Source: an optimization exercise on an open RTL-to-GDS flow (aim: small area and a short achievable clock period). Production flows keep margins and buffers that such runs may drop. In this exercise RTL edits were held to simulation tests only and were not proved equivalent to the original.

==> flow/run.sh <==
#!/bin/bash
# synth_recipe.tcl (not shown) runs the flow's synth.tcl, then flattens the netlist and writes it again
# the make line also repeats each setting of config.mk as NAME=value (left out here)
make -C /OpenROAD-flow-scripts/flow DESIGN_CONFIG=/design/flow/config.mk WORK_HOME=/design/flow/orfs CLKGATE_MAP_FILE= SYNTH_SCRIPT=/design/flow/synth_recipe.tcl finish
==> flow/config.mk <==
export PLATFORM = sky130hd
export DESIGN_NAME = b15
export DESIGN_NICKNAME = b15
export VERILOG_FILES = /design/flow/design.v
export SDC_FILE = /design/flow/constraint.sdc
export NUM_CORES = 8
export LEC_CHECK = 0
export CAP_MARGIN = 20
export CORE_MARGIN = 2
export CORE_UTILIZATION = 40
export SETUP_SLACK_MARGIN = 0.3
export SLEW_MARGIN = 20
==> flow/constraint.sdc <==
create_clock -name core_clock -period 8.0 [get_ports {CLOCK}]
set_input_delay 1.6000 -clock core_clock [delete_from_list [all_inputs] [get_ports {CLOCK}]]
set_output_delay 1.6000 -clock core_clock [all_outputs]
set_load 0.01 [all_outputs]
==> flow/design.v <==
module b15(BE_n, Address, W_R_n, D_C_n, M_IO_n, ADS_n, Datai, Datao, CLOCK, NA_n, BS16_n, READY_n, HOLD, RESET);
input CLOCK;
input RESET;
input NA_n;
input BS16_n;
input READY_n;
input HOLD;
input [31:0] Datai;
output reg [3:0] BE_n;
output reg [31:0] Address;
output reg W_R_n;
output reg D_C_n;
output reg M_IO_n;
output reg ADS_n;
output reg [31:0] Datao;
wire signed [31:0] sDatai = Datai;	 
reg StateNA;
reg StateBS16;
reg RequestPending;
parameter Pending = 1'b1;
parameter NotPending = 1'b0;
reg NonAligned;
reg ReadRequest;
reg MemoryFetch;
reg CodeFetch;
reg [3:0] ByteEnable;
reg [31:0] DataWidth;
parameter WidthByte = 0;
parameter WidthWord = 1;
parameter WidthDword = 2;
reg [3:0] State;
parameter StateInit = 0;
parameter StateTi = 1;
parameter StateT1 = 2;
parameter StateT2 = 3;
parameter StateT1P = 4;
parameter StateTh = 5;
parameter StateT2P = 6;
parameter StateT2I = 7;
parameter ZERO = 0;
parameter ONE = 1;
parameter TWO = 2;
parameter THREE = 3;
reg signed[31:0] EAX;
reg signed[31:0] EBX;
reg signed[31:0] rEIP;
parameter REP = 'HF3;
parameter REPNE = 'HF2;
parameter LOCK = 'HF0;
parameter CSsop = 'H2E;
parameter SSsop = 'H36;
parameter DSsop = 'H3E;
parameter ESsop = 'H26;
parameter FSsop = 'H64;
parameter GSsop = 'H65;
parameter OPsop = 'H66;
parameter ADsop = 'H67;
parameter MOV_al_b = 'HB0;
parameter MOV_eax_dw = 'HB8;
parameter MOV_ebx_dw = 'HBB;
parameter MOV_ebx_eax = 'H89;
parameter MOV_eax_ebx = 'H8B;
parameter IN_al = 'HE4;
parameter OUT_al = 'HE6;
parameter ADD_al_b = 'H04;
parameter ADD_ax_w = 'H05;
parameter ROL_eax_b = 'HD1;
parameter ROL_al_1 = 'HD0;
parameter ROL_al_n = 'HC0;
parameter INC_eax = 'H40;
parameter INC_ebx = 'H43;
parameter JMP_rel_short = 'HEB;
parameter JMP_rel_near = 'HE9;
parameter JMP_intseg_immed = 'HEA;
parameter HLT = 'HF4;
parameter WAITx = 'H9B;
parameter NOP = 'H90;
parameter queue_size = 16;
parameter InstQueueLimit = queue_size-1;
parameter Si = 0;
parameter S1 = 1;
parameter S2 = 2;
parameter S3 = 3;
parameter S4 = 4;
parameter S5 = 5;
parameter S6 = 6;
parameter S7 = 7;
parameter S8 = 8;
parameter S9 = 9;
parameter FALSE = 1'b0;
parameter TRUE = 1'b1;
reg [31:0]InstQueue [0:queue_size-1];
reg [31:0] InstQueueRd_Addr;
reg [31:0] InstQueueWr_Addr;
reg signed [31:0] InstAddrPointer;
reg signed[31:0] PhyAddrPointer;
reg signed[31:0] TEMPORARY; 
reg signed[31:0] TEMP_ADDR; 
reg Extended;
reg More;
reg Flush;
reg [31:0] lWord;
reg [31:0] uWord;
reg signed[31:0] fWord;
reg [3:0] State2;
always @(posedge CLOCK, posedge RESET) begin 
    if(RESET == 1'b1) begin
		BE_n <= 4'b0000;
		Address <= 0;
		W_R_n <= 1'b0;
		D_C_n <= 1'b0;
		M_IO_n <= 1'b0;
		ADS_n <= 1'b0;
		State <= StateInit;
		StateNA <= 1'b0;
		StateBS16 <= 1'b0;
		DataWidth <= 0;
		end else begin
		case(State)
			StateInit : begin
				D_C_n <= 1'b1;
				ADS_n <= 1'b1;
				State <= StateTi;
				StateNA <= 1'b1;
				StateBS16 <= 1'b1;
				DataWidth <= 2;
				State <= StateTi;
			end
			StateTi : begin
				if(RequestPending == Pending) begin
					State <= StateT1;
				end
				else if(HOLD == 1'b1) begin
					State <= StateTh;
				end
				else begin
					State <= StateTi;
				end
			end
			StateT1 : begin
				TEMP_ADDR = rEIP / 4;
				Address <= TEMP_ADDR [29:0];  
				BE_n <= ByteEnable;
				M_IO_n <= MemoryFetch;
				if(ReadRequest == Pending) begin
					W_R_n <= 1'b0;
				end
				else begin
					W_R_n <= 1'b1;
				end
				if(CodeFetch == Pending) begin
					D_C_n <= 1'b0;
				end
				else begin
					D_C_n <= 1'b1;
				end
				ADS_n <= 1'b0;
				State <= StateT2;
			end
			StateT2 : begin
				if(READY_n == 1'b0 && HOLD == 1'b0 && RequestPending == Pending) begin
					State <= StateT1;
				end
				else if(READY_n == 1'b1 && NA_n == 1'b1) begin
				end
				else if((RequestPending == Pending || HOLD == 1'b1) && (READY_n == 1'b1 && NA_n == 1'b0)) begin
					State <= StateT2I;
				end
				else if(RequestPending == Pending && HOLD == 1'b0 && READY_n == 1'b1 && NA_n == 1'b0) begin
					State <= StateT2P;
				end
				else if(RequestPending == NotPending && HOLD == 1'b0 && READY_n == 1'b0) begin
					State <= StateTi;
				end
				else if(HOLD == 1'b1 && READY_n == 1'b1) begin
					State <= StateTh;
				end
				else begin
					State <= StateT2;
				end
				StateBS16 <= BS16_n;
				if(BS16_n == 1'b0) begin
					DataWidth <= WidthWord;
				end
				else begin
					DataWidth <= WidthDword;
				end
				StateNA <= NA_n;
				ADS_n <= 1'b1;
			end
			StateT1P : begin
				if(NA_n == 1'b0 && HOLD == 1'b0 && RequestPending == Pending) begin
					State <= StateT2P;
				end
				else if(NA_n == 1'b0 && (HOLD == 1'b1 || RequestPending == NotPending)) begin
					State <= StateT2I;
				end
				else if(NA_n == 1'b1) begin
					State <= StateT2;
				end
				else begin
					State <= StateT1P;
				end
				StateBS16 <= BS16_n;
				if(BS16_n == 1'b0) begin
					DataWidth <= WidthWord;
				end
				else begin
					DataWidth <= WidthDword;
				end
				StateNA <= NA_n;
				ADS_n <= 1'b1;
			end
			StateTh : begin
				if(HOLD == 1'b0 && RequestPending == Pending) begin
					State <= StateT1;
				end
				else if(HOLD == 1'b0 && RequestPending == NotPending) begin
					State <= StateTi;
				end
				else begin
					State <= StateTh;
				end
			end
			StateT2P : begin
				TEMP_ADDR = rEIP / 2;
				Address <= TEMP_ADDR [29:0];  
				BE_n <= ByteEnable;
				M_IO_n <= MemoryFetch;
				if(ReadRequest == Pending) begin
				W_R_n <= 1'b0;
				end
				else begin
					W_R_n <= 1'b1;
				end
				if(CodeFetch == Pending) begin
					D_C_n <= 1'b0;
				end
				else begin
					D_C_n <= 1'b1;
				end
				ADS_n <= 1'b0;
				if(READY_n == 1'b0) begin
					State <= StateT1P;
				end
				else begin
					State <= StateT2P;
				end
			end
			StateT2I : begin
				if(READY_n == 1'b1 && RequestPending == Pending && HOLD == 1'b0) begin
					State <= StateT2P;
				end
				else if(READY_n == 1'b0 && HOLD == 1'b1) begin
					State <= StateTh;
				end
				else if(READY_n == 1'b0 && HOLD == 1'b0 && RequestPending == Pending) begin
					State <= StateT1;
				end
				else if(READY_n == 1'b0 && HOLD == 1'b0 && RequestPending == NotPending) begin
					State <= StateTi;
				end
				else begin
					State <= StateT2I;
				end
			end
		endcase
	end
end
integer i;
always @(posedge CLOCK, posedge RESET) begin  
    if(RESET == 1'b1) begin
		State2 = Si;
		for(i = 0; i<queue_size; i =i +1) begin
			InstQueue[i] = 0;
		end
		InstQueueRd_Addr = 0;
		InstQueueWr_Addr = 0;
		InstAddrPointer = 0;
		PhyAddrPointer = 0;
		Extended = FALSE;
		More = FALSE;
		Flush = FALSE;
		lWord = 0;
		uWord = 0;
		fWord = 0;
		CodeFetch <= 1'b0;
		Datao <= 0;
		EAX <= 0;
		EBX <= 0;
		rEIP <= 0;
		ReadRequest <= 1'b0;
		MemoryFetch <= 1'b0;
		RequestPending <= 1'b0;
		end else begin
		case(State2)
			Si : begin
				PhyAddrPointer = rEIP;
				InstAddrPointer = PhyAddrPointer;
				State2 = S1;
				rEIP <= 'HFFFF0;
				ReadRequest <= 1'b1;
				MemoryFetch <= 1'b1;
				RequestPending <= 1'b1;
			end
			S1 : begin
				RequestPending <= Pending;
				ReadRequest <= Pending;
				MemoryFetch <= Pending;
				CodeFetch <= Pending;
				if(READY_n == 1'b0) begin
					State2 = S2;
				end
				else begin
					State2 = S1;
				end
			end
			S2 : begin
				RequestPending <= NotPending;
				InstQueue[InstQueueWr_Addr] = Datai % (2 ** 8);
				InstQueueWr_Addr = (InstQueueWr_Addr + 1) % queue_size;
				InstQueue[InstQueueWr_Addr] = Datai % 2 ** 8;
				InstQueueWr_Addr = (InstQueueWr_Addr + 1) % queue_size;
				if(StateBS16 == 1'b1) begin
					TEMPORARY =  (sDatai / (2 ** 16));
					InstQueue[InstQueueWr_Addr] = TEMPORARY [7:0];
					InstQueueWr_Addr = (InstQueueWr_Addr + 1) % queue_size;
					TEMPORARY =  (sDatai / (2 ** 24));
					InstQueue[InstQueueWr_Addr] = TEMPORARY [7:0];
					InstQueueWr_Addr = (InstQueueWr_Addr + 1) % queue_size;
					PhyAddrPointer = PhyAddrPointer + 4;
					State2 = S5;
				end
				else begin
					PhyAddrPointer = PhyAddrPointer + 2;
					if((PhyAddrPointer < 0)) begin
						rEIP <=  -PhyAddrPointer;
					end
					else begin
						rEIP <= PhyAddrPointer;
					end
					State2 = S3;
				end
			end
			S3 : begin
				RequestPending <= Pending;
				if(READY_n == 1'b0) begin
					State2 = S4;
				end
				else begin
					State2 = S3;
				end
			end
			S4 : begin
				RequestPending <= NotPending;
				InstQueue[InstQueueWr_Addr] = Datai % (2 ** 8);
				InstQueueWr_Addr = (InstQueueWr_Addr + 1) % queue_size;
				InstQueue[InstQueueWr_Addr] = Datai % (2 ** 8);
				InstQueueWr_Addr = (InstQueueWr_Addr + 1) % queue_size;
				PhyAddrPointer = PhyAddrPointer + 2;
				State2 = S5;
			end
			S5 : begin
				case(InstQueue[InstQueueRd_Addr])
					NOP : begin
						InstAddrPointer = InstAddrPointer + 1;
						InstQueueRd_Addr = (InstQueueRd_Addr + 1) % queue_size;
						Flush = FALSE;
						More = FALSE;
					end
					OPsop : begin
						InstAddrPointer = InstAddrPointer + 1;
						InstQueueRd_Addr = (InstQueueRd_Addr + 1) % queue_size;
						Extended = TRUE;
						Flush = FALSE;
						More = FALSE;
					end
					JMP_rel_short : begin
						TEMPORARY = InstQueueWr_Addr - InstQueueRd_Addr;
						if(TEMPORARY >= 3) begin
							if((InstQueue[(InstQueueRd_Addr + 1)% queue_size]) > 127) begin
							PhyAddrPointer = InstAddrPointer + 1 - ((16'HFF - InstQueue[(InstQueueRd_Addr + 1)%queue_size]));
								InstAddrPointer = PhyAddrPointer;
							end
							else begin
							PhyAddrPointer = InstAddrPointer + 2 + (InstQueue[(InstQueueRd_Addr + 1)%queue_size]); 
								InstAddrPointer = PhyAddrPointer;
							end
							Flush = TRUE;
							More = FALSE;
						end
						else begin
							Flush = FALSE;
							More = TRUE;
						end
					end
					JMP_rel_near : begin
						TEMPORARY = InstQueueWr_Addr - InstQueueRd_Addr;
						if(TEMPORARY >= 5) begin
						PhyAddrPointer = InstAddrPointer + 5 + (InstQueue[(InstQueueRd_Addr + 1)%queue_size]); 
							InstAddrPointer = PhyAddrPointer;
							Flush = TRUE;
							More = FALSE;
						end
						else begin
							Flush = FALSE;
							More = TRUE;
						end
					end
					JMP_intseg_immed : begin
						InstAddrPointer = InstAddrPointer + 1;
						InstQueueRd_Addr = (InstQueueRd_Addr + 1) % queue_size;
						Flush = FALSE;
						More = FALSE; 
					end
					MOV_al_b : begin
						InstAddrPointer = InstAddrPointer + 1;
						InstQueueRd_Addr = (InstQueueRd_Addr + 1) % queue_size; 
						Flush = FALSE;
						More = FALSE;
					end
					MOV_eax_dw : begin
						TEMPORARY = InstQueueWr_Addr - InstQueueRd_Addr;
						if(TEMPORARY >= 5) begin 
						EAX <= (InstQueue[(InstQueueRd_Addr + 4)%queue_size]) * (2 ** 23) + (InstQueue[(InstQueueRd_Addr + 3)%queue_size]) * (2 ** queue_size) + (InstQueue[(InstQueueRd_Addr + 2)%queue_size]) * (2 ** 8) + (InstQueue[(InstQueueRd_Addr + 1)%queue_size]); 
							More = FALSE;
							Flush = FALSE;
							InstAddrPointer = InstAddrPointer + 5;
							InstQueueRd_Addr = (InstQueueRd_Addr + 5) % queue_size;
						end
						else begin
							Flush = FALSE;
							More = TRUE;
						end
					end
					MOV_ebx_dw : begin
						TEMPORARY = InstQueueWr_Addr - InstQueueRd_Addr;
						if(TEMPORARY >= 5) begin
						EBX <= (InstQueue[(InstQueueRd_Addr + 4)% 16]) * (2 ** 23) + (InstQueue[(InstQueueRd_Addr + 3)%16]) * (2 ** queue_size) + (InstQueue[(InstQueueRd_Addr + 2)%queue_size]) * (2 ** 8) + (InstQueue[(InstQueueRd_Addr + 1)%1]); 
							More = FALSE;
							Flush = FALSE;
							InstAddrPointer = InstAddrPointer + 5;
							InstQueueRd_Addr = (InstQueueRd_Addr + 5) % queue_size;
						end
						else begin
							Flush = FALSE;
							More = TRUE;
						end
					end
					MOV_eax_ebx : begin
						TEMPORARY = InstQueueWr_Addr - InstQueueRd_Addr;
						if(TEMPORARY >= 2) begin
							if((EBX < 0)) begin
								rEIP <=  -EBX;
							end
							else begin
								rEIP <= EBX;
							end
							RequestPending <= Pending;
							ReadRequest <= Pending;
							MemoryFetch <= Pending;
							CodeFetch <= NotPending;
							if(READY_n == 1'b0) begin
								RequestPending <= NotPending;
								uWord = Datai % (2 ** 15);
								if(StateBS16 == 1'b1) begin
									lWord = Datai % (2 ** 16);
								end
								else begin
									rEIP <= rEIP + 2;
									RequestPending <= Pending;
									if(READY_n == 1'b0) begin
										RequestPending <= NotPending;
										lWord = Datai % (2 ** 16);
									end
								end
								if(READY_n == 1'b0) begin
									EAX <= uWord * (2 ** 16) + lWord;
									More = FALSE;
									Flush = FALSE;
									InstAddrPointer = InstAddrPointer + 2;
									InstQueueRd_Addr = (InstQueueRd_Addr + 2) % queue_size; 
								end
							end
						end
						else begin
							Flush = FALSE;
							More = TRUE;
						end
					end
					MOV_ebx_eax : begin
						TEMPORARY = InstQueueWr_Addr - InstQueueRd_Addr;
						if(TEMPORARY >= 2) begin
							if(EBX < 0) begin
								rEIP <= EBX;
							end
							else begin
								rEIP <= EBX;
							end
							lWord = EAX [15:0];
							TEMPORARY = EAX / (2 ** 16);
							uWord = TEMPORARY [14:0];
							RequestPending <= Pending;
							ReadRequest <= NotPending;
							MemoryFetch <= Pending;
							CodeFetch <= NotPending;
							if(State == StateT1 || State == StateT1P) begin
								Datao <= uWord * (2 ** 16) + lWord;
								if(READY_n == 1'b0) begin
									RequestPending <= NotPending;
									if(StateBS16 == 1'b0) begin
										rEIP <= rEIP + 2;
										RequestPending <= Pending;
										ReadRequest <= NotPending;
										MemoryFetch <= Pending;
										CodeFetch <= NotPending;
										State2 = S6;
									end
									More = FALSE;
									Flush = FALSE;
									InstAddrPointer = InstAddrPointer + 2; 
									InstQueueRd_Addr = (InstQueueRd_Addr + 2) % queue_size;
								end
							end
						end
						else begin
							Flush = FALSE;
							More = TRUE;
						end
					end
					IN_al : begin
						TEMPORARY = InstQueueWr_Addr - InstQueueRd_Addr;
						if(TEMPORARY >= 2) begin
							rEIP <= InstQueueRd_Addr + 1;
							RequestPending <= Pending;
							ReadRequest <= Pending;
							MemoryFetch <= NotPending;
							CodeFetch <= NotPending;
							if(READY_n == 1'b0) begin
								RequestPending <= NotPending;
								EAX <= Datai;
								InstAddrPointer = InstAddrPointer + 2;
								InstQueueRd_Addr = InstQueueRd_Addr + 2;
								Flush = FALSE;
								More = FALSE;
							end
						end
						else begin
							Flush = FALSE;
							More = TRUE;
						end
					end
					OUT_al : begin
						TEMPORARY = InstQueueWr_Addr - InstQueueRd_Addr;
						if(TEMPORARY >= 2) begin
							rEIP <= InstQueueRd_Addr + 1;
							RequestPending <= NotPending;
							ReadRequest <= NotPending;
							MemoryFetch <= NotPending;
							CodeFetch <= NotPending;
							if(State == StateT1 || State == StateT1P) begin
								fWord = EAX [15:0]; 
								Datao <= fWord;
								if(READY_n == 1'b0) begin
									RequestPending <= NotPending;
									InstAddrPointer = InstAddrPointer + 2;
									InstQueueRd_Addr = (InstQueueRd_Addr + 2) % queue_size; 
									Flush = FALSE;
									More = FALSE;
								end
							end
						end
						else begin
							Flush = FALSE;
							More = TRUE;
						end
					end
					ADD_al_b : begin
						InstAddrPointer = InstAddrPointer + 1;
						InstQueueRd_Addr = (InstQueueRd_Addr + 1) % queue_size; 
						Flush = FALSE;
						More = FALSE;
					end
					ADD_ax_w : begin
						InstAddrPointer = InstAddrPointer + 1;
						InstQueueRd_Addr = (InstQueueRd_Addr + 1) % queue_size; 
						Flush = FALSE;
						More = FALSE;
					end
					ROL_al_1 : begin
						InstAddrPointer = InstAddrPointer + 2;
						InstQueueRd_Addr = (InstQueueRd_Addr + 2) % queue_size; 
						Flush = FALSE;
						More = FALSE;
					end
					ROL_al_n : begin
						InstAddrPointer = InstAddrPointer + 2;
						InstQueueRd_Addr = (InstQueueRd_Addr + 2) % queue_size; 
						Flush = FALSE;
						More = FALSE;
					end
					INC_eax : begin
						EAX <= EAX + 1;
						InstAddrPointer = InstAddrPointer + 1;
						InstQueueRd_Addr = (InstQueueRd_Addr + 1) % queue_size; 
						Flush = FALSE;
						More = FALSE;
					end
					INC_ebx : begin
						EBX <= EBX + 1;
						InstAddrPointer = InstAddrPointer + 1;
						InstQueueRd_Addr = (InstQueueRd_Addr + 1) % queue_size; 
						Flush = FALSE;
						More = FALSE;
					end
					default : begin
						InstAddrPointer = InstAddrPointer + 1;
						InstQueueRd_Addr = (InstQueueRd_Addr + 1) % queue_size; 
						Flush = FALSE;
						More = FALSE;
					end
				endcase
				if(!(InstQueueRd_Addr < InstQueueWr_Addr) || (((InstQueueLimit - InstQueueRd_Addr) < 4) || Flush || More)) begin
					State2 = S7;
				end
			end
			S6 : begin
				Datao <= uWord * (2 ** 16) + lWord;
				if(READY_n == 1'b0) begin
					RequestPending <= NotPending;
					State2 = S5;
				end
			end
			S7 : begin
				if(Flush) begin
					InstQueueRd_Addr = 1;
					InstQueueWr_Addr = 1;
					if((InstAddrPointer < 0)) begin
						fWord =  -InstAddrPointer;
					end
					else begin
						fWord = InstAddrPointer;
					end
					if((fWord % 2) == 1) begin
						InstQueueRd_Addr = (InstQueueRd_Addr + (fWord % 4)) % queue_size; 
					end
				end
				if((InstQueueLimit - InstQueueRd_Addr) < 3) begin
					State2 = S8;
					InstQueueWr_Addr = 0;
				end
				else begin
					State2 = S9;
				end
			end
			S8 : begin
				if(InstQueueRd_Addr <  InstQueueLimit ) begin 
					InstQueue[InstQueueWr_Addr] = InstQueue[InstQueueRd_Addr];
					InstQueueRd_Addr = (InstQueueRd_Addr + 1) % queue_size;
					InstQueueWr_Addr = (InstQueueWr_Addr + 1) % queue_size;
					State2 = S8;
				end
				else begin
					InstQueueRd_Addr = 0; 
					State2 = S9;
				end
			end
			S9 : begin
				rEIP <= PhyAddrPointer;
				State2 = S1;
			end
		endcase
	end
end
always @(posedge CLOCK, posedge RESET) begin
    if(RESET == 1'b1) begin
		ByteEnable <= 4'b0000;
		NonAligned <= 1'b0;
		end else begin
		case(DataWidth)
			WidthByte : begin
				case (rEIP [1:0])
					ZERO : begin
						ByteEnable <= 4'b1110;
					end
					ONE : begin
						ByteEnable <= 4'b1101;
					end
					TWO : begin
						ByteEnable <= 4'b1011;
					end
					THREE : begin
						ByteEnable <= 4'b0111;
					end
					default : begin
					end
				endcase
			end
			WidthWord : begin
				case (rEIP [1:0])
					ZERO : begin
						ByteEnable <= 4'b1100;
						NonAligned <= NotPending;
					end
					ONE : begin
						ByteEnable <= 4'b1001;
						NonAligned <= NotPending;
					end
					TWO : begin
						ByteEnable <= 4'b0011;
						NonAligned <= NotPending;
					end
					THREE : begin
						ByteEnable <= 4'b0111;
						NonAligned <= Pending;
					end
					default : begin
					end
				endcase
			end
			WidthDword : begin
				case (rEIP [1:0])
					ZERO : begin
						ByteEnable <= 4'b0000;
						NonAligned <= NotPending;
					end
					ONE : begin
						ByteEnable <= 4'b0001;
						NonAligned <= Pending;
					end
					TWO : begin
						NonAligned <= Pending;
						ByteEnable <= 4'b0011;
					end
					THREE : begin
						NonAligned <= Pending;
						ByteEnable <= 4'b0111;
					end
					default : begin
					end
				endcase
			end
			default : begin
			end
		endcase
	end
end
endmodule
==> flow_summary.json <==
{
  "first_iter_violations": 15700,
  "critical-path-max-stage-delay_ns": 0.70,
  "max_freq_mhz": 130,
  "drc": 0,
  "initial_utilization": 0.403,
  "antenna_found_initial": 50,
  "fin_nets": 9756,
  "finalCritPeriodShare": 0.958,
  "clock_sinks": 827,
  "place_ws_ns": -0.357,
  "first_pass_iters": 12,
  "ys_seq_area_frac": 0.284,
  "worstPathArrival_ns": 8.37,
  "fin_worst_skew_ns": 0.103,
  "cp_num_buf_inv": 6,
  "worst_pin_slew_ns": 1.31,
  "crit_chain": "clkinvlp_4 > ha_4 > buf_12 > buf_4 > a222oi_1 > o221ai_1 > a311oi_1 > buf_4 > or2_2 > or3_1 > nor3_1 > or3b_1 > o21a_1 > mux2i_1 > a2bb2oi_1 > or2_2 > ha_1 > a21oi_1 > a21boi_0 > buf_4 > nor4_1 > buf_4 > a31oi_2 > mux2_1",
  "hold_viol": 0,
  "die_y_um": 431,
  "numCtsBuffers": 103,
  "period_needed_ns": 7.67,
  "worst_path_max_delay_cell": "a21boi_0",
  "finalSetupViolCount": 0,
  "min-delay-path-class": "register to register",
  "ctsHoldBuffers": 0,
  "cts_tree": "done",
  "wl_met2_um": 189000,
  "synth.avg_cell_area_um2": 7.70,
  "viasPerCell": 7.32,
  "reg2reg_slack_ns": 0.33,
  "ys_warn_count": 2,
  "top_layer_used": "met5",
  "drv_cap": 0,
  "fp.coreArea_um2": 181000,
  "status": "finished clean",
  "clk_pin_slew_ns": 0.07,
  "maxSlewViolCount": 0,
  "layout_setup_ws_ns": 0.334,
  "required_ns": 8.70,
  "grt_overflow": 0,
  "wl_met3_um": 64600,
  "synth.distinct_cells": 105,
  "syn_area_um2": 72900,
  "place_hpwl_um": 335000,
  "cts-root-buf": "clkbuf_16",
  "end_kind": "register",
  "synth_top_area_share": 0.284,
  "ant_nets": 0,
  "path_max_fanout": 82,
  "synth_edf_count": 0,
  "yosys_most_used_dff": "dfrtp_1",
  "grt_max_degree": 131,
  "cpLargestDelayFamily": "compound AO/OA/AOI/OAI gates",
  "die_area_um2": 186000,
  "crit_top_cell": "buf_4",
  "ys_ff_latch": 827,
  "slew_headroom": 0.127,
  "synthTopCellsByArea": "dfrtp_1 (28%), o21ai_0 (7.6%), nand2_1 (6.0%)",
  "synthTopCellsByCount": "nand2_1 (1168), o21ai_0 (1108), dfrtp_1 (827), a21oi_1 (723), clkbuf_1 (662)",
  "clock_path_buffers": 3,
  "h-tree-depth": 3,
  "first_global_vias": 80000,
  "syn_to_final_growth_pct": 13.4,
  "clk_latency_ns": 0.85,
  "place_congestion": 1.12,
  "rows": 156,
  "synth_top_area_cell": "dfrtp_1",
  "dieWidth_um": 431,
  "netlist_instances": 9472,
  "async_reset_ff_frac": 1.00,
  "synth_most_common_cell": "nand2_1",
  "ios": 110,
  "grt_usage": 0.488,
  "grt_pass1_wl_um": 646000,
  "wl_um": 470000,
  "wl_per_cell_um": 39.5,
  "io_buffer_count": 106,
  "crit_type": "register to register",
  "wl_met1_um": 166000,
  "vias": 87100,
  "rsz0062_at_grt": "false",
  "startpoint_type": "register",
  "tns_ns": 0,
  "drive_above_1_share": 0.102
}
-- per-layer routing --
layer,vias to the layer above,track usage
met1,42000,0.578
met5,-,0.0328
met2,7577,0.689
met3,2366,0.191
met4,56,0.411
li1,35100,-
-- through the flow --
| step | cell area [µm²] | hold WS [ns] | utilization | std cells |
|---|---|---|---|---|
| after floorplan | 72900 | 0.433 | - | 9474 |
| after CTS | 82400 | 0.475 | 0.456 | 11900 |
| after detailed placement | 78700 | 0.456 | 0.435 | 11700 |
| after global routing | 82600 | 0.495 | 0.457 | 11900 |
| final | 82700 | 0.474 | 0.457 | 11900 |
| after global placement | 78600 | 0.457 | 0.434 | 11700 |
-- timing repair --
item	CTS	global route
pin swaps	2	1
buffers inserted	7	5
resized for setup	3	16
setup endpoints to repair	16	23
-- cell type report --
cell class	instances	area [µm²]
repair buffers	702	5940
flip-flops and latches	827	20700
clock buffers	137	2830
diodes	31	77.6
clock inverters	55	828
well taps	2370	2970
multi-input cells	7496	48300
fillers	18200	98200
inverters	285	1080
-- state kept, by name, indices dropped and copies added (netlist names), 2 cells and up, named ones only --
name / count
InstQueue: 512
EAX: 32
EBX: 32
InstAddrPointer: 32
InstQueueRd_Addr: 32
PhyAddrPointer: 32
rEIP: 32
Datao: 31
Address: 30
lWord: 16
uWord: 15
BE_n: 4
ByteEnable: 4
State2: 4
InstQueueWr_Addr: 3
State: 3
DataWidth: 2
-- worst reg2reg max path: cells and delay by family, from the launching register on --
| kind | cells | cell delay, ns |
|---|---|---|
| compound gates | 8 | 2.29 |
| buf+inv | 6 | 1.93 |
| simple gates | 6 | 1.92 |
| flops | 1 | 0.49 |
| mux | 2 | 0.49 |
| fa+ha+maj | 2 | 0.48 |
-- cell families after synthesis --
group                    synth area share
multiplexers                       0.0378
AND/OR/NAND/NOR                     0.177
other                           0.0000514
adder cells (fa/ha/maj)            0.0572
flip-flops                          0.284
XOR/XNOR                           0.0522
AO/OA/AOI/OAI                       0.328
buffers and inverters              0.0643
-- layout by cell type, fill, tap and decap left out, types with 62 or more instances in the layout --
cell / Yosys / final
clkdlybuf4s50_1: 0 / 106
nand3_1: 253 / 252
nand2_1: 1168 / 1160
xor2_1: 153 / 152
a31oi_1: 91 / 89
xnor2_1: 280 / 276
a21oi_1: 723 / 712
nor2_1: 657 / 642
ha_1: 252 / 248
dfrtp_1: 827 / 823
a222oi_1: 113 / 113
clkbuf_16: 0 / 104
a221oi_1: 209 / 209
o211ai_1: 62 / 62
inv_1: 279 / 275
nand4_1: 114 / 114
a22oi_1: 331 / 331
buf_4: 27 / 561
and2_1: 69 / 69
mux2i_1: 243 / 243
nor3_1: 140 / 124
o21ai_0: 1108 / 1100
o22ai_1: 195 / 195
and3_1: 130 / 129
a22o_1: 322 / 322
-- final timing paths --
kind | startpoint | to | depth (start not counted)
max in group asynchronous | RESET | M_IO_n | 4
hold / removal | ByteEnable[1] | BE_n[1] | 2
setup reg to reg | InstQueueRd_Addr[1] | State2[2] | 24
min in group asynchronous | RESET | InstQueue[14][5] | 2
hold reg to reg | ByteEnable[1] | BE_n[1] | 2
setup / recovery | InstQueueRd_Addr[1] | State2[2] | 24

static timing again, ports no longer ideal:
The flow's constraints put no driver on any port. The routed layout listed below was extracted and timed again, unchanged, in two steps.
Step 1: set_driving_cell puts a clkbuf_16 on CLOCK and a buf_2 on each other input, an assumption about the parent block.
Step 2 also shifts input and output timing later by t, the mid clock arrival at the registers, as if the neighbouring blocks saw the same clock.
a / b / c = no drivers / after step 1 / after step 2; a / b = the first two.
t (ns): 0.891
slack for setup (ns): 0.334 / 0.334 / 0.334
worst hold slack (ns): 0.474 / 0.474 / 0.474
slew at the worst register clock pin (ns): 0.07 / 0.07
cell pins on the clock port's net: 1
After both steps setup and hold are still met in this run. For this run, drivers alone change the setup slack by 0.000 ns; drivers and shift together by 0.000 ns.
